Background: an optimization exercise with open tools, aiming at small area, a short achievable clock period and few clock cycles. Do not read the settings as production practice.
The RTL was checked by simulation tests, not by an equivalence proof against the original design.

## old
==> flow/design.v (excerpt) <==
module calc_ops (
    input           clk,
    input           rst,
    input  [47:0]   add_a,
    input           add_empty,
    output          add_rden,
    output [47:0]   add_c,
    output          add_wren,
    input  [47:0]   shl_a,
    input           shl_empty,
    output          shl_rden,
    output [47:0]   shl_c,
    output          shl_wren,
    input  [47:0]   mul_a,
    input           mul_empty,
    output          mul_rden,
    output [47:0]   mul_c,
    output          mul_wren
);
reg        st_idle, st_capx, st_capy, st_exec, st_iter, st_hi, st_lo;
reg  [2:0] cur;          
reg  [2:0] last;         
reg  [2:0] pend;         
reg  [2:0] rden;
reg  [2:0] wren;
reg  [2:0] it;           
wire [2:0] empty = {mul_empty, shl_empty, add_empty};
wire [2:0] popx = rden & ~empty & ~({3{st_capx}} & cur);
wire [2:0] req  = pend | popx;
wire [2:0] g_after0 = req[1] ? 3'b010 : req[2] ? 3'b100 : req[0] ? 3'b001 : 3'b000;
wire [2:0] g_after1 = req[2] ? 3'b100 : req[0] ? 3'b001 : req[1] ? 3'b010 : 3'b000;
wire [2:0] g_after2 = req[0] ? 3'b001 : req[1] ? 3'b010 : req[2] ? 3'b100 : 3'b000;
wire [2:0] gsel = last[0] ? g_after0 : last[1] ? g_after1 : g_after2;
wire [2:0] grant = st_idle ? gsel : 3'b000;
wire       go = |grant;
wire       it_last = (it == 3'd5);
always @(posedge clk) begin
    if (rst) begin
        st_idle <= 1'b1;
        st_capx <= 1'b0;
        st_capy <= 1'b0;
        st_exec <= 1'b0;
        st_iter <= 1'b0;
        st_hi   <= 1'b0;
        st_lo   <= 1'b0;
        cur     <= 3'b000;
        last    <= 3'b100;
        pend    <= 3'b000;
        rden    <= 3'b111;
        wren    <= 3'b000;
        it      <= 3'd0;
    end else begin
        st_idle <= (st_idle & ~go) | st_exec | st_lo;
        st_capx <= go;
        st_capy <= st_capx;
        st_exec <= st_capy & ~cur[2];
        st_iter <= (st_capy & cur[2]) | (st_iter & ~it_last);
        st_hi   <= st_iter & it_last;
        st_lo   <= st_hi;
        it      <= st_iter ? it + 3'd1 : 3'd0;
  ...
==> module calc_ops, before the edit <==
module calc_ops (
    input           clk,
    input           rst,
    input  [47:0]   add_a,
    input           add_empty,
    output          add_rden,
    output [47:0]   add_c,
    output          add_wren,
    input  [47:0]   shl_a,
    input           shl_empty,
    output          shl_rden,
    output [47:0]   shl_c,
    output          shl_wren,
    input  [47:0]   mul_a,
    input           mul_empty,
    output          mul_rden,
    output [47:0]   mul_c,
    output          mul_wren
);
reg        st_idle, st_capx, st_capy, st_exec, st_iter, st_hi, st_lo;
reg  [2:0] cur;          
reg  [2:0] last;         
reg  [2:0] pend;         
reg  [2:0] rden;
reg  [2:0] wren;
reg  [2:0] it;           
wire [2:0] empty = {mul_empty, shl_empty, add_empty};
wire [2:0] popx = rden & ~empty & ~({3{st_capx}} & cur);
wire [2:0] req  = pend | popx;
wire [2:0] g_after0 = req[1] ? 3'b010 : req[2] ? 3'b100 : req[0] ? 3'b001 : 3'b000;
wire [2:0] g_after1 = req[2] ? 3'b100 : req[0] ? 3'b001 : req[1] ? 3'b010 : 3'b000;
wire [2:0] g_after2 = req[0] ? 3'b001 : req[1] ? 3'b010 : req[2] ? 3'b100 : 3'b000;
wire [2:0] gsel = last[0] ? g_after0 : last[1] ? g_after1 : g_after2;
wire [2:0] grant = st_idle ? gsel : 3'b000;
wire       go = |grant;
wire       it_last = (it == 3'd5);
always @(posedge clk) begin
    if (rst) begin
        st_idle <= 1'b1;
        st_capx <= 1'b0;
        st_capy <= 1'b0;
        st_exec <= 1'b0;
        st_iter <= 1'b0;
        st_hi   <= 1'b0;
        st_lo   <= 1'b0;
        cur     <= 3'b000;
        last    <= 3'b100;
        pend    <= 3'b000;
        rden    <= 3'b111;
        wren    <= 3'b000;
        it      <= 3'd0;
    end else begin
        st_idle <= (st_idle & ~go) | st_exec | st_lo;
        st_capx <= go;
        st_capy <= st_capx;
        st_exec <= st_capy & ~cur[2];
        st_iter <= (st_capy & cur[2]) | (st_iter & ~it_last);
        st_hi   <= st_iter & it_last;
        st_lo   <= st_hi;
        it      <= st_iter ? it + 3'd1 : 3'd0;
        if (go) begin
            cur  <= grant;
            last <= grant;
        end
        pend <= (pend | popx) & ~grant;
        rden <= ~((pend | popx) & ~grant);
        wren <= cur & {3{st_exec | st_hi | st_lo}};
    end
end
assign add_rden = rden[0];
assign shl_rden = rden[1];
assign mul_rden = rden[2];
assign add_wren = wren[0];
assign shl_wren = wren[1];
assign mul_wren = wren[2];
wire [47:0] a_sel = ({48{cur[0]}} & add_a) | ({48{cur[1]}} & shl_a) | ({48{cur[2]}} & mul_a);
reg  [47:0] x;           
reg  [47:0] y;           
reg  [51:0] s, c;        
reg  [7:0]  sb, cb;      
reg         cy;          
reg         negp;
reg  [11:0] bd;          
reg  [11:0] bdn;         
reg         it0;         
reg  [3:0]  sh_o1;       
reg  [3:0]  sh_o2;       
reg  [2:0]  sh_o3;       
reg         sel_lo;      
reg         sel_sum;     
reg  [47:0] acc;         
function [2:0] benc(input y2, input y1, input y0);
    benc = {y2 & ~(y1 & y0),
            (y2 & ~y1 & ~y0) | (~y2 & y1 & y0),
            y1 ^ y0};
endfunction
function [11:0] bdig(input [9:0] v);
    bdig = {benc(v[9], v[8], v[7]), benc(v[7], v[6], v[5]), benc(v[5], v[4], v[3]),
            benc(v[3], v[2], v[1])};
endfunction
wire [51:0] s_n, c_n;
wire [7:0]  sb_n, cb_n;
wire        negp_n;
mul u_mul (
    .x      (x),
    .bd     (bd),
    .bdn    (bdn),
    .negp   (negp),
    .s      (s),
    .c      (c),
    .s_n    (s_n),
    .c_n    (c_n),
    .sb     (sb_n),
    .cb     (cb_n),
    .negp_n (negp_n)
);
wire [55:0] sum;
adder u_adder (
    .a   ({s[47:0], sb}),
    .b   ({c[47:0], cb}),
    .ci  (cy),
    .sum (sum)
);
wire [9:0] lo_t = {1'b0, sb, 1'b1} + {1'b0, cb, cy};
wire [8:0] lo_byte = lo_t[9:1];    
wire [47:0] shl_res;
shift u_shift (
    .a  (x),
    .o1 (sh_o1),
    .o2 (sh_o2),
    .o3 (sh_o3),
    .c  (shl_res)
);
wire shl_big = (|a_sel[47:6]) | (a_sel[5] & a_sel[4]);    
wire shl_go  = st_capy & cur[1] & ~shl_big;
always @(posedge clk) begin
    if (st_capx)
        x <= a_sel;
    if (st_capy) begin
        y  <= a_sel;
        bd <= bdig(a_sel[9:0]);
        bdn <= ~bdig(a_sel[9:0]);
        s  <= cur[2] ? {4'd0, x & {48{a_sel[0]}}} : {4'd0, a_sel};
        c  <= cur[2] ? {~a_sel[1], a_sel[1], a_sel[1], ~x & {48{a_sel[1]}}, a_sel[1]}
                     : {4'd0, x};
        negp <= a_sel[1];
        sb <= 8'd0;
        cb <= 8'd0;
        cy <= 1'b0;
    end else begin
        y  <= {it0 ? 8'd0 : lo_byte[7:0], y[47:8]};
        bd <= bdig(y[17:8]);
        bdn <= ~bdig(y[17:8]);
        s  <= s_n;
        c  <= c_n;
        sb <= sb_n;
        cb <= cb_n;
        cy <= it0 ? 1'b0 : lo_byte[8];
        negp <= negp_n;
    end
    it0    <= st_capy;
    sh_o1 <= {a_sel[1:0] == 2'd3, a_sel[1:0] == 2'd2, a_sel[1:0] == 2'd1, a_sel[1:0] == 2'd0};
    sh_o2 <= {a_sel[3:2] == 2'd3, a_sel[3:2] == 2'd2, a_sel[3:2] == 2'd1, a_sel[3:2] == 2'd0};
    sh_o3 <= {3{shl_go}} & {a_sel[5:4] == 2'd2, a_sel[5:4] == 2'd1, a_sel[5:4] == 2'd0};
    sel_lo  <= st_hi;
    sel_sum <= ~(st_capy & cur[1]) & ~st_hi;
    acc <= ({48{sel_lo}} & y) | shl_res | ({48{sel_sum}} & sum[55:8]);
end
assign add_c = acc;
assign shl_c = acc;
assign mul_c = acc;
endmodule
clock: 11.0 ns
lec_check: 0
cap_margin: 20
core_margin: 2
core_utilization: 60
slew_margin: 20
tns_end_percent: 0
standard.sh (not shown) runs the stock make flow with config.mk's settings and CLKGATE_MAP_FILE= SYNTH_SCRIPT=/design/flow/synth_recipe.tcl, a recipe that flattens the netlist after the stock synthesis.
==> flow/flow/run.sh <==
#!/bin/bash
# Own layout flow: the standard ORFS flow, with the port buffers made of
# sky130_fd_sc_hd__buf_1, a clock tree of fewer, larger leaf clusters and
# timing repair aimed below the clock period (the SDC and the clock period
# are unchanged).  make's full output goes to flow_make.log; ORFS keeps each
# step's log under orfs/logs.
set -euo pipefail
MARGIN=${MARGIN:-8.0}
bash standard.sh \
  "BUFFER_PORTS_ARGS=-buffer_cell sky130_fd_sc_hd__buf_1" \
  "CTS_ARGS=-sink_clustering_enable -repair_clock_nets -sink_clustering_size 20 -sink_clustering_max_diameter 80 -buf_list sky130_fd_sc_hd__clkbuf_16 -dont_use_dummy_load" \
  "SETUP_SLACK_MARGIN=$MARGIN" \
  finish > flow_make.log 2>&1
Testbench counts of old, summed over its fixed seeds: cycles 13,821.
Inputs modified between old and new:
diff --git a/flow/design.v b/flow/design.v
--- a/flow/design.v
+++ b/flow/design.v
@@ -1011,7 +1011,7 @@
 wire [8:0] lo_byte = lo_t[9:1];    
 wire [47:0] shl_res;
 shift u_shift (
-    .a  (x),
+    .a  (c[47:0]),
     .o1 (sh_o1),
     .o2 (sh_o2),
     .o3 (sh_o3),
Notes after the runs:
- The pin count of the biggest net entering global routing in new was higher than what old gave.
- Lower final worst setup slack was reported by new, not old.
- Wire length shrinks by a few percent when moving from old to new.
- old -> new: global route total overflow flat
- In new, via count is lower than in old.
- Diff new and old: arithmetic-cell share of the synthesized area counting full adders, half adders and majority gates lower in old
- On met3 global-route usage: between new and old, it ends up higher for old.
- Comparing new and old, number of nets produced by synthesis is lower on new.
Testbench counts of new, summed over its fixed seeds: cycles 13,821.

[re-timing with driven ports]
The flow's constraints put no driver on any port. The routed layouts listed below were extracted and timed again, unchanged, in two steps.
Step 1 sets driving cells, clkbuf_16 on the clock port and buf_2 on the other inputs (assumed; they add their load-dependent delay and slew).
Step 2 moves the port delays by t, midway between the first and last clock arrival at a register: inputs arrive t later, outputs are due t later. That takes back most of the time a late clock gives input paths.
Three values: no drivers, after step 1, after step 2; two values: the first two.
| run | t, ns | setup WS [ns] | worst setup path after step 2 | slew at the worst register clock pin (ns) | worst slew at a driven data input, ns |
|---|---|---|---|---|---|
| old | 0.639 | 7.714 / 7.657 / 7.111 | input to register | 0.09 / 0.09 | 0.06 |
| new | 0.615 | 7.702 / 7.701 / 7.125 | input to register | 0.09 / 0.09 | 0.10 |
After both steps every run listed still meets setup and hold. For old, which loses most, drivers alone change the setup slack by -0.057 ns; drivers and shift together by -0.603 ns.
